This is an optimization exercise on Yosys and OpenROAD, whose aim is small area, a short achievable clock period and few clock cycles, not a production implementation.
RTL that was checked went through simulation tests only; none was proved equivalent to the original.
Only the layout flow was run in runs 1 to 4; the RTL was not checked for function there.
No run shown here takes its clock network from TritonCTS; it comes from the design's own scripts or RTL.
The clock port is modelled as an ideal driver, which makes a skipped or thinned clock tree look cheaper than it is; a real chip needs a root buffer or a tree.
Power and IR drop assume default switching activity.

## flow/config.mk

```make
export PLATFORM = sky130hd
export DESIGN_NAME = conversion
export DESIGN_NICKNAME = conversion
export VERILOG_FILES = /design/flow/design.v
export SDC_FILE = /design/flow/constraint.sdc
export NUM_CORES = 4
export LEC_CHECK = 0
export ABC_CLOCK_PERIOD_IN_PS = 1900
export CAP_MARGIN = 20
export CORE_MARGIN = 2
export CORE_UTILIZATION = 40
export SETUP_SLACK_MARGIN = 2.85
export SLEW_MARGIN = 20
```

## flow/constraint.sdc

```tcl
create_clock -name core_clock -period 4.5 [get_ports {clk}]
set_input_delay 0.9000 -clock core_clock [delete_from_list [all_inputs] [get_ports {clk}]]
set_output_delay 0.9000 -clock core_clock [all_outputs]
set_load 0.01 [all_outputs]
```

## flow/design.v

```verilog
`timescale 1ns / 1ps
module conversion(
	ready,postfix,
	clk,reset,load,infix
);
input clk, reset, load;
input [7:0] infix;
output ready;
output [7:0] postfix;
localparam QN = 29;           
reg       c_dig, c_opn, c_cls, c_hi, c_pa;
reg [3:0] nib;
wire [3:0] in_n = infix[3:0];
wire       ld   = load & ~reset;
always @(posedge clk) begin
	c_dig <= ld &  infix[4];
	c_opn <= ld & ~infix[4] & ~in_n[2] & ~in_n[1] & ~in_n[0];           
	c_cls <= ld & ~infix[4] & ~in_n[2] & ~in_n[1] &  in_n[0];           
	c_hi  <= ld & ~infix[4] &  in_n[1] & ~(in_n[0] ^ in_n[2]);          
	c_pa  <= ld & ~infix[4] & ~(in_n[2] & in_n[1]) & in_n[0];           
	nib   <= in_n;
end
wire iv   = c_dig | c_opn | c_hi | c_pa;
wire c_lo = c_pa & ~c_cls;
reg        lv, lo, hv, ho;
reg [3:0]  hp;                
reg        p;
reg [2:0]  sp;                
reg        snd, rdy, hd;
reg [3:0]  h;
reg [3:0]  q [1:QN+1];
wire [3:0] hi_n = {1'b1, ho, 1'b1, ho};
wire [3:0] lo_n = {1'b1, lo, ~lo, 1'b1};
wire       n1   = c_dig | (hv & (c_hi | c_pa)) | (lv & c_pa);    
wire       n2   = c_pa & hv & lv;                                
wire       wa   = ~p & n1;                   
wire       wb   =  p & n2;                   
wire       wc   = (p & n1) | (~p & n2);      
wire [3:0] wd0  = c_dig ? nib : (hv ? hi_n : lo_n);
wire [3:0] wd1  = lo_n;
wire [3:0] curv = {lv, lo, hv, ho};
wire [3:0] bus_e = c_opn ? curv : (p ? wd1 : wd0);
wire [3:0] bus_o = c_opn ? curv : (p ? wd0 : wd1);
reg  [3:0] top;
always @(*)
	case (sp)
	3'd1: top = q[29];
	3'd2: top = q[28];
	3'd3: top = q[27];
	3'd4: top = q[26];
	3'd5: top = q[25];
	default: top = q[24];
	endcase
reg [15:0] dh;                
reg [7:0]  ds;                
integer k;
always @(*) begin
	for (k = 0; k < 16; k = k + 1) dh[k] = (hp == k);
	for (k = 0; k < 8; k = k + 1)  ds[k] = (sp == k);
end
wire       more = (hp != 4'd0);             
wire       done = snd & ~more & ~hv & ~lv;
wire       inc  = n2 | (n1 & p);
wire [3:0] hp_p1 = hp + 4'd1;
wire [3:0] hp_m1 = hp - 4'd1;
always @(posedge clk)
	if (reset | done) begin
		hp <= 4'd0;
		p  <= 1'b0;
	end
	else if (snd) begin
		if (more) begin
			p <= ~p;
			if (!p) hp <= hp_m1;
		end
	end
	else begin
		p <= p ^ (n1 & ~n2);
		if (inc) hp <= hp_p1;
	end
always @(*) q[QN+1] = bus_o;
genvar i;
generate for (i = 1; i <= QN; i = i + 1) begin : g_q
	wire we;
	if (i % 2 == 0)
		assign we = (wa & dh[i/2]) | (wb & dh[i/2-1]) |
		            ((QN - i < 8) ? (c_opn & ds[(QN - i) % 8]) : 1'b0);
	else
		assign we = (wc & dh[i/2]) |
		            ((QN - i < 8) ? (c_opn & ds[(QN - i) % 8]) : 1'b0);
	always @(posedge clk)
		if (snd)      q[i] <= q[i+1];
		else if (we)  q[i] <= (i % 2 == 0) ? bus_e : bus_o;
end endgenerate
always @(posedge clk) begin
	if (reset) begin
		sp  <= 3'd0;
		lv  <= 1'b0;
		hv  <= 1'b0;
		snd <= 1'b0;
		rdy <= 1'b0;
	end
	else if (snd) begin
		if (more) begin
			h  <= q[1];
			hd <= ~(q[1][3] & (q[1][2] | q[1][1]));
		end
		else if (hv) begin
			h  <= hi_n;
			hd <= 1'b0;
			hv <= 1'b0;
		end
		else if (lv) begin
			h  <= lo_n;
			hd <= 1'b0;
			lv <= 1'b0;
		end
		else begin
			snd <= 1'b0;
			rdy <= 1'b0;
		end
	end
	else begin
		if (c_dig && hp == 4'd0 && !p) begin
			h  <= nib;
			hd <= 1'b1;
		end
		if (c_opn) begin
			sp <= sp + 3'd1;
			lv <= 1'b0;
			hv <= 1'b0;
		end
		else if (c_cls) begin
			sp <= sp - 3'd1;
			{lv, lo, hv, ho} <= top;
		end
		else if (c_hi) begin
			hv <= 1'b1;
			ho <= nib[2];
		end
		else if (c_lo) begin
			lv <= 1'b1;
			lo <= nib[2];
			hv <= 1'b0;
		end
		if (iv && !load) begin
			snd <= 1'b1;
			rdy <= 1'b1;
		end
	end
end
assign ready   = rdy;
assign postfix = {3'b001, hd, h};
endmodule
```

## flow/flow/run.sh

```bash
#!/bin/bash
# Standard ORFS flow, except that the clock tree is built by flow/cts.tcl.
set -euo pipefail
R=orfs/results/$FLOW_PLATFORM/conversion/base
bash standard.sh place > flow_place.log 2>&1
RES=$R SETUP_MARGIN=2.85 NROOT=4 NLEAF=2 ROOTBUF=sky130_fd_sc_hd__clkbuf_8 LEAFBUF=sky130_fd_sc_hd__clkbuf_16 \
	openroad -exit -no_init -threads $NUM_CORES flow/cts.tcl > flow_cts.log 2>&1
bash standard.sh finish > flow_finish.log 2>&1
```

## flow/flow/cts.tcl

```tcl
# Clock tree step in place of ORFS's TritonCTS: a shallow balanced tree built
# by tree.tcl (NROOT buffers on the clock port, NLEAF leaf buffers under
# each), then the same timing repair and legalisation as ORFS's cts step.
set R $::env(RES)
set margin $::env(SETUP_MARGIN)
read_liberty $::env(FLOW_HOME)/platforms/sky130hd/lib/sky130_fd_sc_hd__tt_025C_1v80.lib
read_db $R/3_place.odb
read_sdc $R/3_place.sdc
source $::env(FLOW_HOME)/platforms/sky130hd/setRC.tcl
set_dont_use [get_lib_cells {sky130_fd_sc_hd__probe_p_8 sky130_fd_sc_hd__probec_p_8 sky130_fd_sc_hd__lpflow_*}]
source [file join [file dirname [info script]] tree.tcl]
build_tree $::env(NROOT) $::env(NLEAF) $::env(ROOTBUF) $::env(LEAFBUF)
detailed_placement
estimate_parasitics -placement
set_propagated_clock [all_clocks]
report_clock_latency
repair_timing -setup_margin $margin -verbose
detailed_placement
check_placement -verbose
estimate_parasitics -placement
report_clock_latency
report_worst_slack -max
report_worst_slack -min
write_db $R/4_1_cts.odb
write_sdc -no_timestamp $R/4_cts.sdc
```

## flow/flow/tree.tcl

```tcl
# One- or two-level clock tree, built by hand: the clock port drives NROOT
# buffers; each drives NLEAF leaf buffers (or, with NLEAF 0, the flip-flops
# directly). Flip-flops are split into equal groups by recursive bisection
# of their locations, alternating x and y, so the leaves see equal loads.
proc bisect { items k axis } {
  if {$k <= 1} { return [list $items] }
  set items [lsort -integer -index $axis $items]
  set n [llength $items]
  set k1 [expr {$k / 2}]
  set n1 [expr {($n * $k1 + $k / 2) / $k}]
  set other [expr {$axis == 1 ? 2 : 1}]
  return [concat [bisect [lrange $items 0 [expr {$n1 - 1}]] $k1 $other] \
                 [bisect [lrange $items $n1 end] [expr {$k - $k1}] $other]]
}

proc centre { items } {
  set sx 0; set sy 0
  foreach s $items { incr sx [lindex $s 1]; incr sy [lindex $s 2] }
  set n [llength $items]
  return [list [expr {$sx / $n}] [expr {$sy / $n}]]
}

proc add_buf { name master innet xy } {
  set block [ord::get_db_block]
  set inst [odb::dbInst_create $block $master $name]
  set net [odb::dbNet_create $block "${name}_net"]
  $net setSigType CLOCK
  [$inst findITerm A] connect $innet
  [$inst findITerm X] connect $net
  $inst setLocation [expr {[lindex $xy 0] - [$master getWidth] / 2}] \
                    [expr {[lindex $xy 1] - [$master getHeight] / 2}]
  $inst setPlacementStatus PLACED
  return $net
}

proc build_tree { nroot nleaf root_master leaf_master } {
  set block [ord::get_db_block]
  set db [ord::get_db]
  set rm [$db findMaster $root_master]
  set lm [$db findMaster $leaf_master]
  set clk [$block findNet clk]
  set sinks {}
  foreach it [$clk getITerms] {
    set box [[$it getInst] getBBox]
    lappend sinks [list $it [expr {([$box xMin] + [$box xMax]) / 2}] [expr {([$box yMin] + [$box yMax]) / 2}]]
  }
  set roots [bisect $sinks $nroot 1]
  set r 0
  foreach rg $roots {
    set rnet [add_buf "clkroot_$r" $rm $clk [centre $rg]]
    if {$nleaf == 0} {
      foreach s $rg { set it [lindex $s 0]; $it disconnect; $it connect $rnet }
      puts "root $r: [llength $rg] sinks"
    } else {
      set l 0
      foreach lg [bisect $rg $nleaf 2] {
        set lnet [add_buf "clkleaf_${r}_$l" $lm $rnet [centre $lg]]
        foreach s $lg { set it [lindex $s 0]; $it disconnect; $it connect $lnet }
        puts "leaf $r $l: [llength $lg] sinks"
        incr l
      }
    }
    incr r
  }
}
```

## flow/standard.sh

```bash
#!/bin/bash
# synth_recipe.tcl (not shown) runs the flow's synth.tcl, then flattens the netlist and writes it again
# the make line also repeats each setting of config.mk as NAME=value (left out here)
make -C /OpenROAD-flow-scripts/flow DESIGN_CONFIG=/design/flow/config.mk WORK_HOME=/design/flow/orfs CLKGATE_MAP_FILE= SYNTH_SCRIPT=/design/flow/synth_recipe.tcl "${@:-finish}"
```

==> flow_summary.ini, run 1 <==
[sta]
timing.final.ws_setup_ps = 2684
period_needed_ps = 1816
max_freq_ghz = 0.5508
rsz0062_at_grt = yes
timing.setup.tns_ps = 0
finalSetupViolCount = 0
slew_headroom_pct = 63.40
worst_hold_slack_ps = 485.9
clock_skew_ps = 13.49
maxSlewViolCount = 0
hold_viol_final = 0
finalCritPeriodShare_pct = 40.35
worst_slew_pin_slew_ps = 545.4

[routing]
post_drt_wl_per_cell_microns = 21.47
drt-vias-per-instance = 5.921
first_pass_iters = 5
drtAntennaViolNets = 0
drc = 0
wl_mm = 18.92
drtIter0Drc = 564
route.vias.total = 5216

[clocking]
clock_latency_ps = 290
clkTransAtPathRegs_ps = 80

[layout]
final_nets = 686
mostFrequentLayoutCells = 123 x edfxtp_1, 75 x a21o_1, 68 x nand2_1
areaGrowthSynthToFinish_pct = 30.30
layout_commonest_cell = edfxtp_1
drive_above_1_share_pct = 37.97
n_antenna_cell = 0
final_cell_area_sq_um = 8936

[power_and_ir_drop]
power_density_nw_per_um2 = 312.0
power.leakage_nw = 3.343
peakVddDrop_mv = 0.1617

[setup_path]
cp.arrival_ps = 1790
cp-start-kind = register
crit_path_end_kind = register
crit_buf_inv = 1
ff2ff_setup_slack_ps = 2680
cp_top_family = compound AO/OA/AOI/OAI gates
crit_required_ps = 4470
cpPeakStageDelay_ps = 410
crit_chain = clkinvlp_4 -> nor3_4 -> a32o_2 -> a221o_1
critical_path_class = register to register
worstPathMaxFanout = 6
crit_slowest_cell = dfxtp_4

[placement]
port_buffers = 13
pre_cts_ws_ps = 1937
post-dp-hpwl_mm = 10.07
dpl_cell_area_sq_um = 7074
place_congestion = 0.8553

[synth]
synth.distinct_cells = 64
synth-seq-area-share_pct = 59.99
synth_area_sq_um = 6858
synth-seq-cells = 144
synth_edf_count = 123
synth_cells = 591
async_flop_share_pct = 0
synthFlopType = edfxtp_1
yosys_warnings = 2
synth.avg_cell_area_sq_um = 11.60

[min_path]
hold_path.class = register to register

[outcome]
outcome = complete, no violations

[grt]
grt_usage_pct = 18.93
antenna_found_initial = 0
grt_pass1_wl_mm = 27.14
grt_pass1_vias = 4843
grt.overflow.total = 0
grt_max_degree = 71

[die]
rows = 47
core_sq_um = 16640
initial_core_util_pct = 41.21
die_area_sq_um = 18210
io_pins = 20
die_w_microns = 134.9
die_y_microns = 134.9

[run]
cap_violations = 0
## cell families after synthesis
kind of cell	Yosys count	synth area share, %
compound gates	195	20.16
simple gates	158	11.11
flops	144	59.99
buf+inv	73	5.364
fa+ha+maj	13	2.354
xor+xnor	3	0.3832
mux	3	0.5290
other cells	2	0.1095
## report_power, final
part | internal (W) | switching [W]
registers | 0.00153 | 0.0000317
logic | 0.000187 | 0.000251
clock network | 0.000398 | 0.000393
total | 0.00211 | 0.000675
## metrics by stage
| step | util, % | cells | power, W |
|---|---|---|---|
| floorplan | - | 592 | 0.001799 |
| global placement | 42.51 | 785 | 0.001866 |
| detailed placement | 42.51 | 785 | 0.001876 |
| global route | 53.70 | 881 | 0.002877 |
| finish | 53.70 | 881 | 0.002788 |
## metal layers
| metal | vias up | GRT usage, % | routed length (microns) |
|---|---|---|---|
| met3 | 64 | 0.9009 | 1387 |
| met1 | 2601 | 27.61 | 7738 |
| met5 | - | 0 | 0 |
| met2 | 255 | 30.96 | 8991 |
| met4 | 0 | 5.382 | 800 |
| li1 | 2296 | - | - |
## synthesized netlist by cell type (all sizes together) (3+ instances only)
cell type	instances	share of area, %
nor4b	3	0.38
o221ai	3	0.38
a22oi	5	0.75
clkbuf	9	0.49
a21oi	37	2.8
a32o	3	0.44
ha	12	2.2
nor2	20	1.1
dfxtp	21	6.1
nand2	83	4.5
nand2b	6	0.55
nor3b	3	0.40
nor2b	5	0.46
nor3	9	1.0
xnor2	3	0.38
inv	30	1.6
a221o	3	0.44
buf	34	3.2
edfxtp	123	54
a31oi	10	0.91
nand3	13	0.95
and3	3	0.27
o21ai	34	2.5
a21o	80	8.8
or3b	3	0.38
## state kept, by name, indices dropped and copies added, names as in the netlist, 3 cells and up
signal / flops
nib: 4
hp: 4
q: 116
sp: 3
h: 4
## worst paths after layout
kind / cells after the start / to / start
setup / recovery: 4 / q[22][2]$_DFFE_PP_ / p$_SDFFE_PP0P_
hold / removal: 1 / rdy$_SDFFE_PP0P_ / rdy$_SDFFE_PP0P_
setup reg to reg: 4 / q[22][2]$_DFFE_PP_ / p$_SDFFE_PP0P_
hold reg to reg: 1 / rdy$_SDFFE_PP0P_ / rdy$_SDFFE_PP0P_
## area by class of cell
cell class,count,area [sq um]
multi-input cells,378,3231
plain buffers,12,255.2
fillers,1330,7706
repair buffers,96,878.3
inverters,30,127.6
well taps,220,275.3
repair inverters,1,7.507
flip-flops and latches,144,4161
==> run 2, diff against run 1 <==
--- a/flow/design.v
+++ b/flow/design.v
@@ -34,7 +34,4 @@
 wire       n1   = c_dig | (hv & (c_hi | c_pa)) | (lv & c_pa);    
 wire       n2   = c_pa & hv & lv;                                
-wire       wa   = ~p & n1;                   
-wire       wb   =  p & n2;                   
-wire       wc   = (p & n1) | (~p & n2);      
 wire [3:0] wd0  = c_dig ? nib : (hv ? hi_n : lo_n);
 wire [3:0] wd1  = lo_n;
@@ -84,8 +81,8 @@
 	wire we;
 	if (i % 2 == 0)
-		assign we = (wa & dh[i/2]) | (wb & dh[i/2-1]) |
+		assign we = (~p & dh[i/2]) | (p & dh[i/2-1]) |
 		            ((QN - i < 8) ? (c_opn & ds[(QN - i) % 8]) : 1'b0);
 	else
-		assign we = (wc & dh[i/2]) |
+		assign we = dh[i/2] |
 		            ((QN - i < 8) ? (c_opn & ds[(QN - i) % 8]) : 1'b0);
 	always @(posedge clk)
@@ -122,7 +119,7 @@
 	end
 	else begin
-		if (c_dig && hp == 4'd0 && !p) begin
-			h  <= nib;
-			hd <= 1'b1;
+		if (hp == 4'd0 && !p) begin    
+			h  <= bus_e;
+			hd <= c_dig;
 		end
 		if (c_opn) begin
==> run 2 against run 1 <==
  * Via count fell by 7.8%
  * Still clean
  * Clock skew rose by 7.2 ps
  * Sequential power barely moved
  * Die area fell by 1.2%
  * Area after synthesis fell by 1.2%
  * Final cell count fell by 4.2%
  * Global-route usage fell by 0.74 points
  * Clock power rose by 2%
  * Maximum frequency rose by 5.5%
  * Setup slack improved by 94 ps
  * Register-to-register slack improved by 110 ps
  * Sequential share of layout area rose by 4.6 points
==> flow_summary.ini, run 2 <==
[routing]
drtIter0Drc = 480
drc = 0
route.vias.total = 4807
wl_mm = 16.79
drtAntennaViolNets = 0
drt-vias-per-instance = 5.695
post_drt_wl_per_cell_microns = 19.89
first_pass_iters = 6

[setup_path]
cpPeakStageDelay_ps = 380
crit_chain = clkbuf_2
r2r_start = hp[1]$_SDFFE_PP0P_
cp-start-kind = register
critPathCapture = postfix[3]
critical_path_class = register to output port
cp.arrival_ps = 820
crit_required_ps = 3600
crit_slowest_cell = edfxtp_1
ff2ff_setup_slack_ps = 2790
worstPathMaxFanout = 1
crit_path_end_kind = output port
crit_start = h[3]$_DFFE_PP_
worst_r2r_path_depth = 6
r2r_end = h[0]$_DFFE_PP_
crit_buf_inv = 1
cp.depth = 1
cp_top_family = flip-flops

[synth]
synthFlopType = edfxtp_1
synth_area_sq_um = 6773
yosys_warnings = 2
synth_top_area_share_pct = 54.54
synth_common_cells = 123 x edfxtp_1, 95 x nand2_1, 72 x a21o_1
synth-seq-area-share_pct = 60.74
async_flop_share_pct = 0
synth_cells = 594
synth_most_common_cell = edfxtp_1
yosys-top-cells-area = edfxtp_1 55%, a21o_1 8.0%, dfxtp_1 6.2%
synth_edf_count = 123
synth-seq-cells = 144
synth.avg_cell_area_sq_um = 11.40
yosysTopAreaCell = edfxtp_1
synth.distinct_cells = 60

[grt]
grt_usage_pct = 18.19
grt.overflow.total = 0
grt_max_degree = 40
use_met2_pct = 30.46
grtUsageMet3_pct = 1.776
busiest_layer = met2
grt_pass1_wl_mm = 26.10
grt_pass1_vias = 4690
antenna_found_initial = 0
grt_use_met1_pct = 25.81

[die]
die_area_sq_um = 17990
die_y_microns = 134.1
rows = 47
initial_core_util_pct = 40.84
die_w_microns = 134.1
io_pins = 20
core_sq_um = 16580

[sta]
hold_viol_final = 0
maxSlewViolCount = 0
max_freq_ghz = 0.5809
finalSetupViolCount = 0
rsz0062_at_grt = yes
timing.final.ws_setup_ps = 2778
clock_skew_ps = 20.65
finalCritPeriodShare_pct = 38.26
timing.setup.tns_ps = 0
period_needed_ps = 1722

[layout]
final_nets = 649
areaGrowthSynthToFinish_pct = 19.93
largest_reg_flops = 116
fillers = 1488
layout_commonest_cell = edfxtp_1
drive_above_1_share_pct = 24.84
n_antenna_cell = 0
mostFrequentLayoutCells = 123 x edfxtp_1, 94 x nand2_1, 72 x a21o_1
largest_register = q

[outcome]
outcome = complete, no violations

[power_and_ir_drop]
swShare_pct = 23.15
comb_power_share_pct = 11.7
peakVddDrop_mv = 0.1841
internal_power_w = 0.002047
power_frac_seq_pct = 58.0
power.leakage_nw = 3.062
p_switching_w = 0.0006166
p_clk_share_pct = 30.2
power_density_nw_per_um2 = 327.9

[min_path]
hold_depth = 1
hold_path.class = register to register

[placement]
pre_cts_ws_ps = 1866
port_buffers = 13
place_congestion = 0.8647
post-dp-hpwl_mm = 9.600

[run]
cap_violations = 0

[clocking]
clkTransAtPathRegs_ps = 80
clock_latency_ps = 300
run 2: metrics by stage:
stage	hold slack, ps	cell area [sq um]	std cells	power, W	utilization [%]
after floorplan	486.6	6800	595	0.001752	-
after global placement	466.4	6983	785	0.001819	42.11
after detailed placement	475.7	6989	785	0.001830	42.15
after global routing	512.8	8123	844	0.002761	48.98
final	506.3	8123	844	0.002663	48.98
run 2: worst min path at each step:
stage,from,end,slack (ps)
2_1_floorplan,hp[0]$_SDFFE_PP0P_,hp[0]$_SDFFE_PP0P_,490
3_3_place_gp,rdy$_SDFFE_PP0P_,rdy$_SDFFE_PP0P_,470
3_5_place_dp,rdy$_SDFFE_PP0P_,rdy$_SDFFE_PP0P_,480
5_1_grt,rdy$_SDFFE_PP0P_,rdy$_SDFFE_PP0P_,510
6_report,rdy$_SDFFE_PP0P_,rdy$_SDFFE_PP0P_,510
run 2: power groups by stage:
stage	sequential (W)	combinational [W]	clock, W
after global routing	0.00155	0.000341	0.000869
after floorplan	0.00157	0.000180	0
after detailed placement	0.00159	0.000236	0
final	0.00155	0.000313	0.000805
after global placement	0.00159	0.000228	0
run 2: per-layer routing:
metal / routed length, microns / vias to the layer above
met1: 7241 / 2419
met3: 906 / 30
met2: 8261 / 156
met5: 0 / -
met4: 380 / 0
li1: - / 2202
run 2: cell families after synthesis:
family	synth area share, %
AOI/OAI and AO/OA	17.92
and+or+nand+nor	12.21
DFF	60.74
buffers and inverters	5.321
adders and majority gates	2.217
muxes	0.9606
xor gates and xnor gates	0.5174
other	0.1109
run 2: final cells by class:
| cell class | instances | area, sq um | area share, % |
|---|---|---|---|
| Inverter | 28 | 113.9 | 1.402 |
| Multi-Input combinational cell | 377 | 2700 | 33.24 |
| Timing Repair Buffer | 63 | 620.6 | 7.640 |
| Tap cell | 220 | 275.3 | 3.389 |
| Sequential cell | 144 | 4158 | 51.19 |
| Buffer | 12 | 255.2 | 3.142 |
==> run 3, diff against run 2 <==
==> flow/flow/run.sh (replaced) <==
#!/bin/bash
# Standard ORFS flow, except that the clock tree is built by flow/cts.tcl.
set -euo pipefail
R=orfs/results/$FLOW_PLATFORM/conversion/base
bash standard.sh place > flow_place.log 2>&1
RES=$R SETUP_MARGIN=2.9 NROOT=4 NLEAF=3 ROOTBUF=sky130_fd_sc_hd__buf_12 LEAFBUF=sky130_fd_sc_hd__buf_6 \
	openroad -exit -no_init -threads $NUM_CORES flow/cts.tcl > flow_cts.log 2>&1
bash standard.sh finish > flow_finish.log 2>&1
--- a/flow/config.mk
+++ b/flow/config.mk
@@ -10,4 +10,4 @@
 export CORE_MARGIN = 2
 export CORE_UTILIZATION = 40
-export SETUP_SLACK_MARGIN = 2.85
+export SETUP_SLACK_MARGIN = 2.9
 export SLEW_MARGIN = 20
==> run 3 against run 2 <==
  * Synthesized cell count unchanged
  * Via count grew 3.1%
  * Maximum frequency up 1.2%
  * Clock power is 7.7% lower
  * Area after synthesis unchanged
  * Critical path depth up 5
  * Setup slack improved by 20 ps
  * Combinational power grew 7.0%
  * Hold slack worse by 13 ps
  * Sequential share of layout area shrank 1.5 points
  * Power decreased by 1.4%
==> flow_summary.ini, run 3 <==
[setup_path]
crit_required_ps = 4480
crit_path_end_kind = register
ff2ff_setup_slack_ps = 2800
r2r_start = hp[0]$_SDFFE_PP0P_
critical_path_class = register to register
worstPathMaxFanout = 4
cp-start-kind = register
worst_r2r_path_depth = 6
cp.arrival_ps = 1680
r2r_end = h[0]$_DFFE_PP_

[die]
die_w_microns = 134.1
die_y_microns = 134.1
rows = 47
core_sq_um = 16580
die_area_sq_um = 17990
initial_core_util_pct = 40.84
io_pins = 20

[min_path]
hold_path.class = register to register
hold_start = rdy$_SDFFE_PP0P_
holdPathEnd = rdy$_SDFFE_PP0P_
hold_depth = 1

[grt]
grt.overflow.total = 0
antenna_found_initial = 0
grt_pass1_vias = 4683
grt_max_degree = 67
grt_usage_pct = 18.42
grt_pass1_wl_mm = 26.16

[layout]
n_antenna_cell = 0
mostFrequentLayoutCells = 123 x edfxtp_1, 94 x nand2_1, 71 x a21o_1
final_cell_area_sq_um = 8378
largest_reg_flops = 116
areaGrowthSynthToFinish_pct = 23.70
layout_commonest_cell = edfxtp_1
final_nets = 669
fillers = 1470
largest_register = q
drive_above_1_share_pct = 31.37

[routing]
drtAntennaViolNets = 0
drt-vias-per-instance = 5.734
wl_mm = 17.69
first_pass_iters = 5
drtIter0Drc = 458
drc = 0
post_drt_wl_per_cell_microns = 20.48
route.vias.total = 4954

[sta]
maxSlewViolCount = 0
period_needed_ps = 1701
finalCritPeriodShare_pct = 37.80
max_freq_ghz = 0.5879
worst_slew_pin_slew_ps = 520.8
timing.final.ws_setup_ps = 2799
finalSetupViolCount = 0
clock_skew_ps = 27.33
timing.setup.tns_ps = 0
rsz0062_at_grt = yes
hold_viol_final = 0
slew_headroom_pct = 65.23

[synth]
yosys_warnings = 2
synth_most_common_cell = edfxtp_1
synth_top_area_share_pct = 54.54
synth_area_sq_um = 6773
synth-seq-area-share_pct = 60.74
synth.distinct_cells = 60
synthFlopType = edfxtp_1
synth_edf_count = 123
synth.avg_cell_area_sq_um = 11.40
synth_common_cells = 123 x edfxtp_1, 95 x nand2_1, 72 x a21o_1
async_flop_share_pct = 0
yosys-top-cells-area = edfxtp_1 55%, a21o_1 8.0%, dfxtp_1 6.2%
synth_cells = 594
yosysTopAreaCell = edfxtp_1
synth-seq-cells = 144

[placement]
dpl_cell_area_sq_um = 7014
port_buffers = 13
post-dp-hpwl_mm = 9.677
pre_cts_ws_ps = 2046
place_congestion = 0.8512

[run]
cap_violations = 0

[clocking]
clkTransAtPathRegs_ps = 90
clock_latency_ps = 240

[power_and_ir_drop]
power_density_nw_per_um2 = 313.5
power.leakage_nw = 3.158
peakVddDrop_mv = 0.1493

[outcome]
outcome = complete, no violations
[run 3: metrics by stage]
step	power (W)	hold WS, ps	cells	utilization [%]
2_1_floorplan	0.001753	486.5	595	-
3_3_place_gp	0.001821	465.8	786	42.30
6_report	0.002626	493.3	864	50.52
3_5_place_dp	0.001830	467.4	786	42.30
5_1_grt	0.002721	523.4	864	50.52
[run 3: kinds of logic after synthesis]
logic type	Yosys count	synth area share [%]
buf+inv	75	5.321
fa+ha+maj	12	2.217
simple gates	173	12.21
mux	6	0.9606
other cells	2	0.1109
xor+xnor	4	0.5174
compound gates	178	17.92
flops	144	60.74
[run 3: per-layer routing]
layer  part of all wire, %  routed length, microns  track usage, %  vias up
met4                   2.3                     410           3.743        0
li1                      -                       -               -     2241
met2                    48                    8494           31.14      160
met5                     0                       0               0        -
met3                   5.9                    1052           2.230       31
met1                    44                    7733           25.80     2522
[run 3: critical path: stages, from the launching register on]
cell and delay (ps):
dfxtp_4 360, inv_4 70, ha_4 150, or3b_4 400, or3_4 350, o21ai_2 70
o21ai_2 50
[run 3: worst max path at each step]
stage / start / endpoint / slack, ps / depth (start not counted)
2_1_floorplan: hp[1]$_SDFFE_PP0P_ / h[0]$_DFFE_PP_ / 2770 / 7
3_3_place_gp: reset / hp[3]$_SDFFE_PP0P_ / 2080 / 4
3_5_place_dp: reset / h[0]$_DFFE_PP_ / 2050 / 3
5_1_grt: hp[0]$_SDFFE_PP0P_ / h[0]$_DFFE_PP_ / 2770 / 6
6_report: hp[0]$_SDFFE_PP0P_ / h[0]$_DFFE_PP_ / 2800 / 6
[run 3: layout make-up]
cell class / count / area [sq um] / area share, %
timing repair buffer: 75 / 695.7 / 8.303
timing repair inverter: 1 / 7.507 / 0.08961
inverter: 28 / 117.6 / 1.404
tap: 220 / 275.3 / 3.286
buffer: 16 / 215.2 / 2.569
sequential: 144 / 4160 / 49.66
multi-input combinational: 380 / 2907 / 34.69
[run 3: report_power, final]
| group | leakage [nW] | internal [W] | switching, W |
|---|---|---|---|
| logic | 1.78 | 0.000135 | 0.000199 |
| clock network | 0.110 | 0.000348 | 0.000396 |
| registers | 1.26 | 0.00152 | 0.0000254 |
==> run 4, diff against run 3 <==
==> flow/flow/run.sh (replaced) <==
#!/bin/bash
# Standard ORFS flow, except that the clock tree is built by flow/cts.tcl.
set -euo pipefail
R=orfs/results/$FLOW_PLATFORM/conversion/base
bash standard.sh place > flow_place.log 2>&1
RES=$R SETUP_MARGIN=2.75 NROOT=4 NLEAF=3 ROOTBUF=sky130_fd_sc_hd__buf_12 LEAFBUF=sky130_fd_sc_hd__buf_6 \
	openroad -exit -no_init -threads $NUM_CORES flow/cts.tcl > flow_cts.log 2>&1
bash standard.sh finish > flow_finish.log 2>&1
--- a/flow/config.mk
+++ b/flow/config.mk
@@ -10,4 +10,4 @@
 export CORE_MARGIN = 2
 export CORE_UTILIZATION = 40
-export SETUP_SLACK_MARGIN = 2.9
+export SETUP_SLACK_MARGIN = 2.75
 export SLEW_MARGIN = 20
==> run 4 against run 3 <==
  * Largest cell class unchanged
  * Critical path depth is the same
  * Die area is the same
  * First-iteration DRC count shrank 18%
  * Synthesized cell count unchanged
  * Utilization shrank 3.4 points
  * Hold slack got worse by 1.1 ps
  * Clock power decreased by 1%
  * Sequential share of layout area is 3.4 points higher
  * Final cell count decreased by 3.9%
  * Highest routed layer unchanged
==> flow_summary.ini, run 4 <==
[outcome]
outcome = complete, no violations

[die]
io_pins = 20
die_w_microns = 134.1
rows = 47
core_sq_um = 16580
die_y_microns = 134.1
initial_core_util_pct = 40.84
die_area_sq_um = 17990

[sta]
finalSetupViolCount = 0
finalCritPeriodShare_pct = 38.89
period_needed_ps = 1750
rsz0062_at_grt = yes
slew_headroom_pct = 65.43
max_freq_ghz = 0.5714
clock_skew_ps = 15.14
maxSlewViolCount = 0
timing.setup.tns_ps = 0
hold_viol_final = 0
worst_slew_pin_slew_ps = 517.8
worst_hold_slack_ps = 492.2

[grt]
grt_pass1_vias = 4483
grt_use_met1_pct = 24.43
grt_max_degree = 64
grtUsageMet3_pct = 1.474
busiest_layer = met2
use_met2_pct = 28.66
antenna_found_initial = 0
grt_pass1_wl_mm = 24.59
grt.overflow.total = 0
grt_usage_pct = 17.06

[setup_path]
r2r_end = h[0]$_DFFE_PP_
r2r_start = hp[1]$_SDFFE_PP0P_
critical_path_class = register to register
cp.arrival_ps = 1720
crit_path_end_kind = register
crit_required_ps = 4470
ff2ff_setup_slack_ps = 2750
cp-start-kind = register
worst_r2r_path_depth = 6
worstPathMaxFanout = 6

[layout]
n_antenna_cell = 0
final_cells = 830
final_nets = 635
largest_register = q
mostFrequentLayoutCells = 123 x edfxtp_1, 94 x nand2_1, 72 x a21o_1
largest_reg_flops = 116
drive_above_1_share_pct = 19.67
fillers = 1531
layout_commonest_cell = edfxtp_1
areaGrowthSynthToFinish_pct = 15.46

[synth]
synth_top_area_share_pct = 54.54
synth_edf_count = 123
synth_cells = 594
yosys-top-cells-area = edfxtp_1 55%, a21o_1 8.0%, dfxtp_1 6.2%
synth.distinct_cells = 60
synth.avg_cell_area_sq_um = 11.40
synth_most_common_cell = edfxtp_1
yosys_warnings = 2
synth-seq-area-share_pct = 60.74
synth_area_sq_um = 6773
synth_common_cells = 123 x edfxtp_1, 95 x nand2_1, 72 x a21o_1
async_flop_share_pct = 0
synth-seq-cells = 144
yosysTopAreaCell = edfxtp_1
synthFlopType = edfxtp_1

[clocking]
clock_latency_ps = 220
clkTransAtPathRegs_ps = 90

[placement]
port_buffers = 13
post-dp-hpwl_mm = 9.353
place_congestion = 0.8520
dp_cells = 785

[routing]
drtIter0Drc = 375
first_pass_iters = 5
wl_mm = 15.64
route.vias.total = 4602
drt-vias-per-instance = 5.545
drc = 0
drtAntennaViolNets = 0
post_drt_wl_per_cell_microns = 18.84

[min_path]
hold_path.class = register to register
hold_start = rdy$_SDFFE_PP0P_
holdPathEnd = rdy$_SDFFE_PP0P_
hold_depth = 1

[power_and_ir_drop]
power.leakage_nw = 2.970
power_density_nw_per_um2 = 329.4
total_power_w = 0.002576
peakVddDrop_mv = 0.2059

[run]
cap_violations = 0
==> run 4: cell counts after synthesis <==
No cell type changed its count.
==> run 4: report_power, final <==
part / leakage [nW] / switching, W / total, W / internal (W)
clock: 0.110 / 0.000385 / 0.000732 / 0.000347
combinational: 1.60 / 0.000176 / 0.000293 / 0.000118
sequential: 1.26 / 0.0000255 / 0.00155 / 0.00153
==> run 4: critical path, cell delays in order, from the launching register on <==
cell and delay, ps:
dfxtp_4 380, inv_4 70, ha_4 160, or3b_4 420, or3_4 350, o21ai_2 70
o21ai_2 60
==> run 4: cell type report <==
type,instances,area (sq um),area share [%]
Timing Repair inverter,1,7.507,0.09600
Multi-Input combinational cell,376,2589,33.10
Buffer,16,215.2,2.752
Tap cell,220,275.3,3.520
Sequential cell,144,4149,53.06
Inverter,28,113.9,1.456
Timing Repair Buffer,45,470.5,6.016
==> run 4: metrics by stage <==
stage          util (%)  worst slack, ps  area, sq um
3_5_place_dp      42.08             1724         6978
6_report          47.16             2750         7820
5_1_grt           47.16             2709         7820
2_1_floorplan         -             2766         6794
3_3_place_gp      42.08             1754         6978
==> run 4: kinds of logic (layout without fill, tap and decap cells) <==
kind of cell,count (synthesis),in the layout,synth area share [%]
compound gates,178,178,17.92
mux,6,6,0.9606
xor+xnor,4,4,0.5174
flops,144,144,60.74
buf+inv,75,90,5.321
simple gates,173,173,12.21
other cells,2,3,0.1109
fa+ha+maj,12,12,2.217
==> run 4: layer usage <==
metal  up-vias  part of all wire (%)
li1       2163                     -
met1      2276                    45
met2       139                    48
met3        24                   4.5
met4         0                   1.9
met5         -                     0
==> run 4: worst max-delay path by stage <==
| stage | start | endpoint | slack [ps] | depth (start not counted) |
|---|---|---|---|---|
| global placement | snd$_SDFF_PP0_ | q[1][3]$_DFFE_PP_ | 1750 | 3 |
| floorplan | hp[1]$_SDFFE_PP0P_ | h[0]$_DFFE_PP_ | 2770 | 7 |
| finish | hp[1]$_SDFFE_PP0P_ | h[0]$_DFFE_PP_ | 2750 | 6 |
| global route | hp[1]$_SDFFE_PP0P_ | h[0]$_DFFE_PP_ | 2710 | 6 |
| detailed placement | snd$_SDFF_PP0_ | q[1][3]$_DFFE_PP_ | 1720 | 3 |
==> run 5, diff against run 4 <==
--- a/flow/design.v
+++ b/flow/design.v
@@ -24,7 +24,7 @@
 wire c_lo = c_pa & ~c_cls;
 reg        lv, lo, hv, ho;
-reg [3:0]  hp;                
-reg        p;
-reg [2:0]  sp;                
+reg [3:0]  hl, hh;            
+reg        p;                 
+reg [6:0]  so;                
 reg        snd, rdy, hd;
 reg [3:0]  h;
@@ -39,29 +39,20 @@
 wire [3:0] bus_e = c_opn ? curv : (p ? wd1 : wd0);
 wire [3:0] bus_o = c_opn ? curv : (p ? wd0 : wd1);
-reg  [3:0] top;
+wire [3:0] top = ({4{so[1]}} & q[29]) | ({4{so[2]}} & q[28]) |
+                 ({4{so[3]}} & q[27]) | ({4{so[4]}} & q[26]) |
+                 ({4{so[5]}} & q[25]) | ({4{so[6]}} & q[24]);
+reg [15:0] dh;                
+integer k;
 always @(*)
-	case (sp)
-	3'd1: top = q[29];
-	3'd2: top = q[28];
-	3'd3: top = q[27];
-	3'd4: top = q[26];
-	3'd5: top = q[25];
-	default: top = q[24];
-	endcase
-reg [15:0] dh;                
-reg [7:0]  ds;                
-integer k;
-always @(*) begin
-	for (k = 0; k < 16; k = k + 1) dh[k] = (hp == k);
-	for (k = 0; k < 8; k = k + 1)  ds[k] = (sp == k);
-end
-wire       more = (hp != 4'd0);             
+	for (k = 0; k < 16; k = k + 1) dh[k] = hl[k % 4] & hh[k / 4];
+wire [7:0] ds = {1'b0, so};
+wire       h0   = hl[0] & hh[0];
+wire       more = ~h0;                      
 wire       done = snd & ~more & ~hv & ~lv;
 wire       inc  = n2 | (n1 & p);
-wire [3:0] hp_p1 = hp + 4'd1;
-wire [3:0] hp_m1 = hp - 4'd1;
 always @(posedge clk)
 	if (reset | done) begin
-		hp <= 4'd0;
+		hl <= 4'b0001;
+		hh <= 4'b0001;
 		p  <= 1'b0;
 	end
@@ -69,10 +60,16 @@
 		if (more) begin
 			p <= ~p;
-			if (!p) hp <= hp_m1;
+			if (!p) begin                    
+				hl <= {hl[0], hl[3:1]};
+				if (hl[0]) hh <= {hh[0], hh[3:1]};
+			end
 		end
 	end
 	else begin
 		p <= p ^ (n1 & ~n2);
-		if (inc) hp <= hp_p1;
+		if (inc) begin                       
+			hl <= {hl[2:0], hl[3]};
+			if (hl[3]) hh <= {hh[2:0], hh[3]};
+		end
 	end
 always @(*) q[QN+1] = bus_o;
@@ -92,5 +89,5 @@
 always @(posedge clk) begin
 	if (reset) begin
-		sp  <= 3'd0;
+		so  <= 7'd1;
 		lv  <= 1'b0;
 		hv  <= 1'b0;
@@ -119,15 +116,15 @@
 	end
 	else begin
-		if (hp == 4'd0 && !p) begin    
+		if (h0 && !p) begin            
 			h  <= bus_e;
 			hd <= c_dig;
 		end
 		if (c_opn) begin
-			sp <= sp + 3'd1;
+			so <= {so[5:0], 1'b0};
 			lv <= 1'b0;
 			hv <= 1'b0;
 		end
 		else if (c_cls) begin
-			sp <= sp - 3'd1;
+			so <= {1'b0, so[6:1]};
 			{lv, lo, hv, ho} <= top;
 		end
--- a/flow/config.mk
+++ b/flow/config.mk
@@ -6,5 +6,5 @@
 export NUM_CORES = 4
 export LEC_CHECK = 0
-export ABC_CLOCK_PERIOD_IN_PS = 1900
+export ABC_CLOCK_PERIOD_IN_PS = 1500
 export CAP_MARGIN = 20
 export CORE_MARGIN = 2
==> run 5 against run 4 <==
  * Die area is 0.42% higher
  * Synthesized cell count fell by 0.17%
  * Hold slack worse by 28 ps
  * Global-route usage grew 0.64 points
  * Sequential share of layout area up 3.3 points
  * Clock power is 3.7% higher
  * First-iteration DRC count rose by 23%
  * Maximum frequency grew 0.40%
  * Via count increased by 0.26%
  * Setup slack gained 6.9 ps
  * Sequential power is 5% higher
  * Largest cell class unchanged
==> flow_summary.ini, run 5 <==
[die]
core_sq_um = 16580
initial_core_util_pct = 41.01
die_area_sq_um = 18060
io_pins = 20
die_w_microns = 134.4
die_y_microns = 134.4
rows = 47

[setup_path]
r2r_end = q[23][1]$_DFFE_PP_
crit_required_ps = 4610
crit_start = reset
critPathCapture = hh[0]$_SDFFE_PP1P_
r2r_start = p$_SDFFE_PP0P_
critical_path_class = input pin to register
cp.arrival_ps = 1850
crit_path_end_kind = register
ff2ff_setup_slack_ps = 2770
worst_r2r_path_depth = 6
worstPathMaxFanout = 11
cp-start-kind = input pin

[power_and_ir_drop]
peakVddDrop_mv = 0.1935
p_switching_w = 0.0006061
swShare_pct = 22.76
internal_power_w = 0.002057
power_frac_seq_pct = 61.1
power_density_nw_per_um2 = 349.5
p_clk_share_pct = 28.5
power.leakage_nw = 2.924
comb_power_share_pct = 10.5

[synth]
synth_most_common_cell = edfxtp_1
synth.avg_cell_area_sq_um = 11.47
yosys_warnings = 2
yosys-top-cells-area = edfxtp_1 54%, dfxtp_1 8.5%, a21o_1 8.3%
synth_cells = 593
yosysTopAreaCell = edfxtp_1
synthFlopType = edfxtp_1
synth-seq-cells = 152
synth_top_area_share_pct = 54.30
synth-seq-area-share_pct = 62.84
async_flop_share_pct = 0
synth_common_cells = 123 x edfxtp_1, 119 x nand2_1, 75 x a21o_1
synth_area_sq_um = 6802
synth.distinct_cells = 57
synth_edf_count = 123

[layout]
mostFrequentLayoutCells = 123 x edfxtp_1, 118 x nand2_1, 75 x a21o_1
n_antenna_cell = 0
largest_reg_flops = 116
reg.largest.list = q x116, so x7
utilization_pct = 45.95
final_nets = 607
layout_commonest_cell = edfxtp_1
areaGrowthSynthToFinish_pct = 12.03
final_cell_area_sq_um = 7620
drive_above_1_share_pct = 14.14
largest_register = q

[routing]
drtIter0Drc = 462
drt-vias-per-instance = 5.668
post_drt_wl_per_cell_microns = 19.61
route.vias.total = 4614
drc = 0
drtAntennaViolNets = 0
first_pass_iters = 5
wl_mm = 15.96

[run]
cap_violations = 0

[placement]
place_congestion = 0.8074
port_buffers = 13
dpl_cell_area_sq_um = 7007
post-dp-hpwl_mm = 9.539
pre_cts_ws_ps = 1838

[sta]
maxSlewViolCount = 0
timing.final.ws_setup_ps = 2757
hold_viol_final = 0
finalCritPeriodShare_pct = 38.74
period_needed_ps = 1743
slew_headroom_pct = 60.58
rsz0062_at_grt = yes
max_freq_ghz = 0.5737
worst_slew_pin_slew_ps = 585.1
finalSetupViolCount = 0
clock_skew_ps = 18.40
timing.setup.tns_ps = 0

[grt]
grt_use_met1_pct = 24.72
grt.overflow.total = 0
grt_pass1_vias = 4509
grt_max_degree = 88
grtUsageMet3_pct = 3.250
antenna_found_initial = 0
grt_pass1_wl_mm = 25.34
use_met2_pct = 28.43
busiest_layer = met2
grt_usage_pct = 17.69

[min_path]
hold_start = so[0]$_SDFFE_PP1P_
hold_path.class = register to register

[outcome]
outcome = complete, no violations

[clocking]
clkTransAtPathRegs_ps = 80
clock_latency_ps = 230
[run 5: power groups by stage]
| stage | Clock, W | Combinational, W | Sequential (W) |
|---|---|---|---|
| floorplan | 0 | 0.000171 | 0.00164 |
| global placement | 0 | 0.000218 | 0.00166 |
| detailed placement | 0 | 0.000225 | 0.00167 |
| global route | 0.000833 | 0.000306 | 0.00163 |
| finish | 0.000759 | 0.000278 | 0.00163 |
[run 5: critical path, stage by stage]
cell	delay (ps)
clkbuf_2	200
inv_2	160
o41ai_4	110
buf_4	180
a211oi_1	210
mux2i_1	90
[run 5: through the flow]
step                total power, W  hold slack (ps)  cells
finish                    0.002663            463.7    814
global route              0.002768            505.9    814
detailed placement        0.001891            457.4    776
global placement          0.001883            453.9    776
floorplan                 0.001813            430.7    594
[run 5: worst min-delay path by stage]
stage / slack, ps / to / cells after the start
3_3_place_gp: 450 / so[0]$_SDFFE_PP1P_ / 2
5_1_grt: 510 / so[0]$_SDFFE_PP1P_ / 2
3_5_place_dp: 460 / so[0]$_SDFFE_PP1P_ / 2
2_1_floorplan: 430 / so[0]$_SDFFE_PP1P_ / 2
6_report: 460 / so[0]$_SDFFE_PP1P_ / 2
[run 5: area by class of cell]
type	instances	area, sq um
Timing Repair Buffer	39	436.7
Inverter	21	83.83
Tap cell	220	275.3
Fill cell	1531	8964
Multi-Input combinational cell	366	2316
Sequential cell	152	4293
Buffer	16	215.2
[run 5: layer usage]
layer  wire length (microns)  vias up
met5                       0        -
met1                    7038     2267
met2                    7525      179
met4                     394        0
li1                        -     2134
met3                    1002       34
[run 5: logic make-up (layout without fill, tap and decap cells)]
kind of cell	count (synthesis)	after routing	synth area share, %
compound gates	163	163	17.66
xor+xnor	2	2	0.2576
buf+inv	76	76	5.022
flops	152	152	62.84
mux	14	14	2.152
other cells	2	3	0.1104
simple gates	184	184	11.96
Testbench counts of run 5, summed over its fixed seeds: cycles 5,210.
==> run 6, diff against run 5 <==
--- a/flow/config.mk
+++ b/flow/config.mk
@@ -6,5 +6,5 @@
 export NUM_CORES = 4
 export LEC_CHECK = 0
-export ABC_CLOCK_PERIOD_IN_PS = 1500
+export ABC_CLOCK_PERIOD_IN_PS = 1900
 export CAP_MARGIN = 20
 export CORE_MARGIN = 2
==> run 6 against run 5 <==
  * Hold slack unchanged
  * Setup slack unchanged
  * Register-to-register slack about the same
  * Via count unchanged
  * Clock skew unchanged
  * Critical endpoint unchanged
  * Largest cell class unchanged
==> flow_summary.ini, run 6 <==
[sta]
slew_headroom_pct = 60.58
rsz0062_at_grt = yes
timing.final.ws_setup_ps = 2757
finalCritPeriodShare_pct = 38.74
worst_hold_slack_ps = 463.7
finalSetupViolCount = 0
worst_slew_pin_slew_ps = 585.1
clock_skew_ps = 18.40
period_needed_ps = 1743
max_freq_ghz = 0.5737
timing.setup.tns_ps = 0
hold_viol_final = 0
maxSlewViolCount = 0

[layout]
drive_above_1_share_pct = 14.14
n_antenna_cell = 0
mostFrequentLayoutCells = 123 x edfxtp_1, 118 x nand2_1, 75 x a21o_1
multi_input_area_sq_um = 2316
utilization_pct = 45.95
layout_commonest_cell = edfxtp_1
fillers = 1531
final_cell_area_sq_um = 7620
largest_register = q
final_nets = 607
seq_area_sq_um = 4293
largest_reg_flops = 116
reg.largest.list = q x116, so x7
areaGrowthSynthToFinish_pct = 12.03

[die]
rows = 47
die_area_sq_um = 18060
die_w_microns = 134.4
core_sq_um = 16580
die_y_microns = 134.4
io_pins = 20
initial_core_util_pct = 41.01

[placement]
place_congestion = 0.8074
post-dp-hpwl_mm = 9.539
dpl_cell_area_sq_um = 7007
pre_cts_ws_ps = 1838
port_buffers = 13

[routing]
drtIter0Drc = 462
drt-vias-per-instance = 5.668
wl_mm = 15.96
drc = 0
first_pass_iters = 5
post_drt_wl_per_cell_microns = 19.61
drtAntennaViolNets = 0
route.vias.total = 4614

[synth]
synth.avg_cell_area_sq_um = 11.47
synthFlopType = edfxtp_1
yosys_warnings = 2
synth_most_common_cell = edfxtp_1
synth-seq-cells = 152
async_flop_share_pct = 0
synth_top_area_share_pct = 54.30
yosys-top-cells-area = edfxtp_1 54%, dfxtp_1 8.5%, a21o_1 8.3%
yosysTopAreaCell = edfxtp_1
synth-seq-area-share_pct = 62.84
synth_common_cells = 123 x edfxtp_1, 119 x nand2_1, 75 x a21o_1
synth.distinct_cells = 57
synth_area_sq_um = 6802
synth_edf_count = 123
synth_cells = 593

[grt]
antenna_found_initial = 0
grt_max_degree = 88
grt_pass1_wl_mm = 25.34
grt.overflow.total = 0
grt_usage_pct = 17.69
grt_pass1_vias = 4509

[setup_path]
cp.arrival_ps = 1850
critical_path_class = input pin to register
cp-start-kind = input pin
crit_required_ps = 4610
worstPathMaxFanout = 11
crit_path_end_kind = register

[power_and_ir_drop]
power_density_nw_per_um2 = 349.5
power.leakage_nw = 2.924
peakVddDrop_mv = 0.1935

[run]
cap_violations = 0

[outcome]
outcome = complete, no violations

[clocking]
clkTransAtPathRegs_ps = 80
clock_latency_ps = 230

[min_path]
hold_path.class = register to register
[run 6: area by class of cell]
type	count	share of cell area [%]
Timing Repair Buffer	39	5.731
Tap cell	220	3.612
Sequential cell	152	56.34
Inverter	21	1.100
Buffer	16	2.824
Multi-Input combinational cell	366	30.39
[run 6: through the flow]
stage	total power, W	std cells
after floorplan	0.001813	594
after global placement	0.001883	776
after detailed placement	0.001891	776
after global routing	0.002768	814
final	0.002663	814
[run 6: final timing paths]
check                      from                  to  slack, ps  cells past startpoint
min          so[0]$_SDFFE_PP1P_  so[0]$_SDFFE_PP1P_        460                      2
max                       reset  hh[0]$_SDFFE_PP1P_       2760                      6
min reg2reg  so[0]$_SDFFE_PP1P_  so[0]$_SDFFE_PP1P_        460                      2
max reg2reg      p$_SDFFE_PP0P_  q[23][1]$_DFFE_PP_       2770                      6
[run 6: layer usage]
metal  part of all wire [%]  track usage (%)  vias up
met5                      0                0        -
met4                    2.5            4.912        0
met3                    6.3            3.250       34
met2                     47            28.43      179
met1                     44            24.72     2267
li1                       -                -     2134
[run 6: where the power goes]
part | leakage [nW] | internal (W) | switching [W] | total (W)
clock | 0.110 | 0.000348 | 0.000410 | 0.000759
sequential | 1.35 | 0.00160 | 0.0000298 | 0.00163
combinational | 1.47 | 0.000113 | 0.000166 | 0.000278
[run 6: worst max-delay path, cell delays in order]
cell and delay [ps]:
clkbuf_2 200, inv_2 160, o41ai_4 110, buf_4 180, a211oi_1 210, mux2i_1 90
[run 6: cell families (layout without fill, tap and decap cells)]
group	count (synthesis)	in the layout	share of synthesized area, %
AO/OA/AOI/OAI	163	163	17.66
multiplexers	14	14	2.152
AND/OR/NAND/NOR	184	184	11.96
flip-flops	152	152	62.84
XOR/XNOR	2	2	0.2576
other	2	3	0.1104
buffers and inverters	76	76	5.022
==> run 7, diff against run 6 <==
--- a/flow/flow/run.sh
+++ b/flow/flow/run.sh
@@ -2,4 +2,6 @@
 # Standard ORFS flow, except that the clock tree is built by flow/cts.tcl.
 set -euo pipefail
+# port buffers: plain buf_2 instead of the delay cell buffer_ports picks
+export BUFFER_PORTS_ARGS="-buffer_cell sky130_fd_sc_hd__buf_2"
 R=orfs/results/$FLOW_PLATFORM/conversion/base
 bash standard.sh place > flow_place.log 2>&1
--- a/flow/config.mk
+++ b/flow/config.mk
@@ -6,5 +6,4 @@
 export NUM_CORES = 4
 export LEC_CHECK = 0
-export ABC_CLOCK_PERIOD_IN_PS = 1900
 export CAP_MARGIN = 20
 export CORE_MARGIN = 2
==> run 7 against run 6 <==
  * Utilization is 0.26 points lower
  * Register-to-register slack worse by 40 ps
  * Clock power is 1% lower
  * Wire length is 0.40% higher
  * Area after synthesis stayed put
  * Maximum frequency is 1.4% lower
  * Sequential power hardly changed
  * Global-route usage is 0.30 points lower
  * Setup slack worse by 25 ps
  * Critical path type is now register to register
  * Critical endpoint is now q[8][2]$_DFFE_PP_
  * Largest cell class unchanged
  * Highest routed layer unchanged
==> flow_summary.ini, run 7 <==
[layout]
fillers = 1542
areaGrowthSynthToFinish_pct = 11.41
mostFrequentLayoutCells = 123 x edfxtp_1, 118 x nand2_1, 75 x a21o_1
layout_commonest_cell = edfxtp_1
drive_above_1_share_pct = 15.58
reg.largest.list = q x116, so x7
n_antenna_cell = 0
largest_register = q
final_nets = 610
largest_reg_flops = 116

[sta]
finalSetupViolCount = 0
worst_hold_slack_ps = 476.3
slew_headroom_pct = 66.81
finalCritPeriodShare_pct = 39.30
rsz0062_at_grt = yes
period_needed_ps = 1769
timing.setup.tns_ps = 0
worst_slew_pin_slew_ps = 495.6
maxSlewViolCount = 0
clock_skew_ps = 15.67
max_freq_ghz = 0.5654
hold_viol_final = 0

[die]
core_sq_um = 16580
initial_core_util_pct = 41.01
rows = 47
die_w_microns = 134.4
io_pins = 20
die_y_microns = 134.4
die_area_sq_um = 18060

[setup_path]
r2r_end = q[8][2]$_DFFE_PP_
cp.arrival_ps = 1850
worstPathMaxFanout = 15
crit_required_ps = 4590
r2r_start = lo$_DFFE_PP_
crit_path_end_kind = register
crit_chain = mux2i_2 -> a2111o_1 -> a21oi_4 -> buf_12 -> a21o_1
worst_r2r_path_depth = 5
crit_slowest_cell = edfxtp_1
cp-start-kind = register
ff2ff_setup_slack_ps = 2730
cpPeakStageDelay_ps = 520
critical_path_class = register to register

[power_and_ir_drop]
comb_power_share_pct = 10.4
p_clk_share_pct = 28.3
power.leakage_nw = 2.893
total_power_w = 0.002650
swShare_pct = 22.49
power_frac_seq_pct = 61.3
internal_power_w = 0.002054
peakVddDrop_mv = 0.1789
p_switching_w = 0.0005961
power_density_nw_per_um2 = 349.8

[placement]
place_congestion = 0.8276
post-dp-hpwl_mm = 9.484
port_buffers = 13

[synth]
synth_area_sq_um = 6802
synth_common_cells = 123 x edfxtp_1, 119 x nand2_1, 75 x a21o_1
synth.avg_cell_area_sq_um = 11.47
yosysTopAreaCell = edfxtp_1
synth.distinct_cells = 57
synth_most_common_cell = edfxtp_1
synthFlopType = edfxtp_1
synth_cells = 593
async_flop_share_pct = 0
yosys-top-cells-area = edfxtp_1 54%, dfxtp_1 8.5%, a21o_1 8.3%
synth_top_area_share_pct = 54.30
synth_edf_count = 123
synth-seq-cells = 152
yosys_warnings = 2
synth-seq-area-share_pct = 62.84

[grt]
grt_usage_pct = 17.40
grt_pass1_wl_mm = 25.06
grt.overflow.total = 0
grt_max_degree = 51
antenna_found_initial = 1
grt_pass1_vias = 4568

[routing]
drc = 0
post_drt_wl_per_cell_microns = 19.61
drtAntennaViolNets = 0
drtIter0Drc = 441
wl_mm = 16.02
first_pass_iters = 6
route.vias.total = 4645
drt-vias-per-instance = 5.685

[min_path]
hold_start = so[0]$_SDFFE_PP1P_
hold_path.class = register to register
holdPathEnd = so[0]$_SDFFE_PP1P_
hold_depth = 2

[run]
cap_violations = 0

[clocking]
clkTransAtPathRegs_ps = 90
clock_latency_ps = 230

[outcome]
outcome = complete, no violations
## run 7: changes by cell type in the layout (fill, tap and decap cells not counted), moves of 2 or more
cell	previous run	this run
nor3_2	1	3
a21oi_1	22	24
nor2_2	2	0
buf_16	0	2
clkdlybuf4s50_1	6	0
buf_2	0	12
dlymetal6s2s_1	6	0
buf_6	14	16
nor3_4	2	0
## run 7: cells by family (layout without fill, tap and decap cells)
logic type / Yosys count / count (layout) / share of synthesized area [%]
AO/OA/AOI/OAI: 163 / 163 / 17.66
XOR/XNOR: 2 / 2 / 0.2576
buffers and inverters: 76 / 78 / 5.022
flip-flops: 152 / 152 / 62.84
multiplexers: 14 / 14 / 2.152
other: 2 / 3 / 0.1104
AND/OR/NAND/NOR: 184 / 185 / 11.96
## run 7: metrics by stage
stage          utilization [%]  setup slack [ps]  area (sq um)  instances
6_report                 45.69              2731          7577        817
5_1_grt                  45.69              2701          7577        817
3_5_place_dp             41.86              1744          6942        775
3_3_place_gp             41.86              1748          6942        775
2_1_floorplan                -              2803          6817        594
## run 7: area by class of cell
class | instances | area (sq um) | area share (%)
well taps | 220 | 275.3 | 3.633
repair buffers | 41 | 425.4 | 5.614
plain buffers | 16 | 215.2 | 2.840
inverters | 21 | 87.58 | 1.156
multi-input cells | 367 | 2281 | 30.10
flip-flops and latches | 152 | 4293 | 56.65
## run 7: worst max-delay path by stage
stage / startpoint / endpoint
global route: lo$_DFFE_PP_ / q[16][2]$_DFFE_PP_
global placement: snd$_SDFF_PP0_ / h[0]$_DFFE_PP_
finish: lo$_DFFE_PP_ / q[8][2]$_DFFE_PP_
floorplan: snd$_SDFF_PP0_ / h[0]$_DFFE_PP_
detailed placement: snd$_SDFF_PP0_ / h[0]$_DFFE_PP_
## run 7: layer usage
| metal | vias to the layer above | track usage (%) | part of all wire, % |
|---|---|---|---|
| met4 | 0 | 5.673 | 3.2 |
| met3 | 36 | 1.738 | 5.4 |
| met2 | 146 | 28.77 | 48 |
| li1 | 2143 | - | - |
| met1 | 2320 | 24.19 | 44 |
| met5 | - | 0 | 0 |
## run 7: power by group through the flow
stage               combinational [W]  clock (W)  sequential (W)
floorplan                    0.000171          0         0.00164
global placement             0.000213          0         0.00166
detailed placement           0.000221          0         0.00166
global route                 0.000300   0.000831         0.00163
finish                       0.000274   0.000750         0.00163
## run 7: critical path: cells and delay by family (launching register included)
| kind | cells | cell delay [ps] |
|---|---|---|
| flip-flops | 1 | 520 |
| multiplexers | 1 | 150 |
| buffers and inverters | 1 | 190 |
| AO/OA/AOI/OAI | 3 | 770 |
==> run 8, diff against run 7 <==
--- a/flow/flow/run.sh
+++ b/flow/flow/run.sh
@@ -6,5 +6,5 @@
 R=orfs/results/$FLOW_PLATFORM/conversion/base
 bash standard.sh place > flow_place.log 2>&1
-RES=$R SETUP_MARGIN=2.75 NROOT=4 NLEAF=3 ROOTBUF=sky130_fd_sc_hd__buf_12 LEAFBUF=sky130_fd_sc_hd__buf_6 \
+RES=$R SETUP_MARGIN=2.85 NROOT=4 NLEAF=3 ROOTBUF=sky130_fd_sc_hd__buf_12 LEAFBUF=sky130_fd_sc_hd__buf_6 \
 	openroad -exit -no_init -threads $NUM_CORES flow/cts.tcl > flow_cts.log 2>&1
 bash standard.sh finish > flow_finish.log 2>&1
--- a/flow/config.mk
+++ b/flow/config.mk
@@ -9,4 +9,4 @@
 export CORE_MARGIN = 2
 export CORE_UTILIZATION = 40
-export SETUP_SLACK_MARGIN = 2.75
+export SETUP_SLACK_MARGIN = 2.85
 export SLEW_MARGIN = 20
==> run 8 against run 7 <==
  * Still clean on timing, DRC and antenna
  * Via count up 2.2%
  * Die area unchanged
  * Synthesized cell count unchanged
  * Wire length up 4.5%
  * Sequential share of layout area down 1.5 points
  * Sequential cell count unchanged
  * Global-route usage up 0.88 points
  * Power up 1.3%
  * Cell area up 2.9%
  * Register-to-register slack better by 100 ps
  * Area after synthesis unchanged
  * Clock skew up 5.3 ps
  * Critical endpoint is now hh[0]$_SDFFE_PP1P_
==> flow_summary.ini, run 8 <==
[setup_path]
ff2ff_setup_slack_ps = 2830
crit_chain = buf_12 -> inv_8 -> or4_4 -> a22o_4 -> mux2i_1
crit_required_ps = 4610
cpPeakStageDelay_ps = 550
crit_buf_inv = 2
r2r_end = hh[0]$_SDFFE_PP1P_
cp-start-kind = register
cp_top_family = simple AND/OR/NAND/NOR gates
cp.arrival_ps = 1780
worstPathMaxFanout = 6
critical_path_class = register to register
r2r_start = p$_SDFFE_PP0P_
cp.depth = 5
crit_slowest_cell = or4_4
worst_r2r_path_depth = 5
crit_path_end_kind = register

[routing]
drtIter0Drc = 414
first_pass_iters = 6
wl_mm = 16.75
drc = 0
route.vias.total = 4749
post_drt_wl_per_cell_microns = 20.21
drtAntennaViolNets = 0
drt-vias-per-instance = 5.729

[die]
core_sq_um = 16580
die_w_microns = 134.4
die_y_microns = 134.4
rows = 47
initial_core_util_pct = 41.01
io_pins = 20
die_area_sq_um = 18060

[layout]
largest_reg_flops = 116
reg.largest.list = q x116, so x7
final_cell_area_sq_um = 7800
areaGrowthSynthToFinish_pct = 14.68
final_nets = 622
layout_commonest_cell = edfxtp_1
drive_above_1_share_pct = 19.87
fillers = 1535
n_antenna_cell = 0
largest_register = q
mostFrequentLayoutCells = 123 x edfxtp_1, 116 x nand2_1, 75 x a21o_1

[min_path]
hold_start = so[0]$_SDFFE_PP1P_
hold_depth = 2
hold_path.class = register to register
holdPathEnd = so[0]$_SDFFE_PP1P_

[synth]
async_flop_share_pct = 0
synthAdderAreaFrac_pct = 0
synth_top_family_by_area = compound AO/OA/AOI/OAI gates
synth_area_sq_um = 6802
synthMuxAreaShare_pct = 2.152
yosys_warnings = 2
yosysTopAreaCell = edfxtp_1
synthFlopType = edfxtp_1
synth_most_common_cell = edfxtp_1
synth_edf_count = 123
synthSimpleGateAreaFrac_pct = 11.96
synth-compound-area-share_pct = 17.66
synth.distinct_cells = 57
synth_xor_xnor_area_share_pct = 0.2575
synth_cells = 593
synth_common_cells = 123 x edfxtp_1, 119 x nand2_1, 75 x a21o_1
synth-seq-area-share_pct = 62.84
synth_top_area_share_pct = 54.30
synth.avg_cell_area_sq_um = 11.47
synth-seq-cells = 152
yosys-top-cells-area = edfxtp_1 54%, dfxtp_1 8.5%, a21o_1 8.3%

[sta]
rsz0062_at_grt = yes
finalSetupViolCount = 0
hold_viol_final = 0
period_needed_ps = 1669
finalCritPeriodShare_pct = 37.08
worst_hold_slack_ps = 475.5
maxSlewViolCount = 0
max_freq_ghz = 0.5992
clock_skew_ps = 20.95
timing.setup.tns_ps = 0

[grt]
grt_pass1_wl_mm = 26.10
grt_usage_pct = 18.28
grt_pass1_vias = 4671
antenna_found_initial = 0
grt_max_degree = 54
grt.overflow.total = 0

[run]
cap_violations = 0

[power_and_ir_drop]
power.leakage_nw = 2.980
power_density_nw_per_um2 = 344.2
peakVddDrop_mv = 0.1930
total_power_w = 0.002685

[clocking]
clock_latency_ps = 230
clkTransAtPathRegs_ps = 100

[outcome]
outcome = complete, no violations

[placement]
dpl_cell_area_sq_um = 6960
post-dp-hpwl_mm = 9.428
place_congestion = 0.8233
port_buffers = 13
## run 8: changes by cell type in the layout (fill, tap and decap cells not counted), moves of 3 or more
cell	before	now
a21oi_1	24	21
buf_4	16	24
dfxtp_1	22	16
dfxtp_2	3	7
## run 8: final cells by class
type,count,area (sq um),area share [%]
plain buffers,16,215.2,2.759
flip-flops and latches,152,4305,55.20
inverters,21,95.09,1.219
repair buffers,53,540.5,6.930
multi-input cells,367,2369,30.37
well taps,220,275.3,3.529
## run 8: power by group
group	switching, W	total (W)	internal, W
sequential	0.0000273	0.00162	0.00160
combinational	0.000176	0.000299	0.000123
clock	0.000415	0.000763	0.000348
## run 8: layer usage
layer	vias up	GRT usage, %	part of all wire [%]
li1	2170	-	-
met1	2365	25.55	43
met2	182	30.53	48
met3	32	1.852	6.0
met4	0	5.029	2.9
met5	-	0	0
## run 8: logic make-up after synthesis
group | count (synthesis)
simple gates | 184
compound gates | 163
flops | 152
buf+inv | 76
mux | 14
xor+xnor | 2
other cells | 2
## run 8: how the worst max path moves through the flow
stage | startpoint | slack (ps) | endpoint
2_1_floorplan | c_dig$_DFF_P_ | 2840 | h[1]$_DFFE_PP_
3_3_place_gp | c_opn$_DFF_P_ | 1980 | q[1][3]$_DFFE_PP_
3_5_place_dp | c_opn$_DFF_P_ | 1930 | q[5][3]$_DFFE_PP_
5_1_grt | p$_SDFFE_PP0P_ | 2800 | hh[2]$_SDFFE_PP0P_
6_report | p$_SDFFE_PP0P_ | 2830 | hh[0]$_SDFFE_PP1P_
## run 8: through the flow
stage               instances  setup WS (ps)  utilization [%]
floorplan                 594           2841                -
global route              829           2803            47.03
finish                    829           2831            47.03
global placement          775           1983            41.97
detailed placement        775           1930            41.97
## run 8: worst register-to-register path, delay by kind of cell (launching register included)
family	cells	cell delay [ps]
AND/OR/NAND/NOR	1	550
flip-flops	1	410
AO/OA/AOI/OAI	1	310
buffers and inverters	2	150
multiplexers	1	120

-- afterwards: timing with drivers on the ports --
How much do the figures lean on ideal ports? The routed layouts below were timed once more, with nothing changed but the port constraints.
Step 1 sets driving cells, clkbuf_16 on the clock port and buf_2 on the other inputs (assumed; they add their load-dependent delay and slew).
Step 2 adds t to the input delays and takes it off the output delays; t is the mean of the earliest and latest rising clock arrival at the registers after step 1. Input paths then give back, and output paths get back, about the clock's delay inside the block.
a / b / c = ideal ports / drivers / drivers and shift; a / b = the first two.
run | shift t [ns] | slack for setup (ns) | worst setup path at the end | worst slew at a driven data input, ns
run 1 | 0.359 | 2.684 / 2.685 / 2.544 | input to register | 0.03
run 2 | 0.367 | 2.778 / 2.698 / 2.559 | input to register | 0.04
run 3 | 0.314 | 2.799 / 2.765 / 2.676 | input to register | 0.03
run 4 | 0.308 | 2.750 / 2.747 / 2.571 | input to register | 0.03
run 5 | 0.318 | 2.757 / 2.696 / 2.508 | input to register | 0.03
run 6 | 0.318 | 2.757 / 2.696 / 2.508 | input to register | 0.03
run 7 | 0.314 | 2.731 / 2.728 / 2.547 | input to register | 0.04
run 8 | 0.316 | 2.831 / 2.760 / 2.615 | input to register | 0.05
After both steps setup and hold are still met in every run listed.
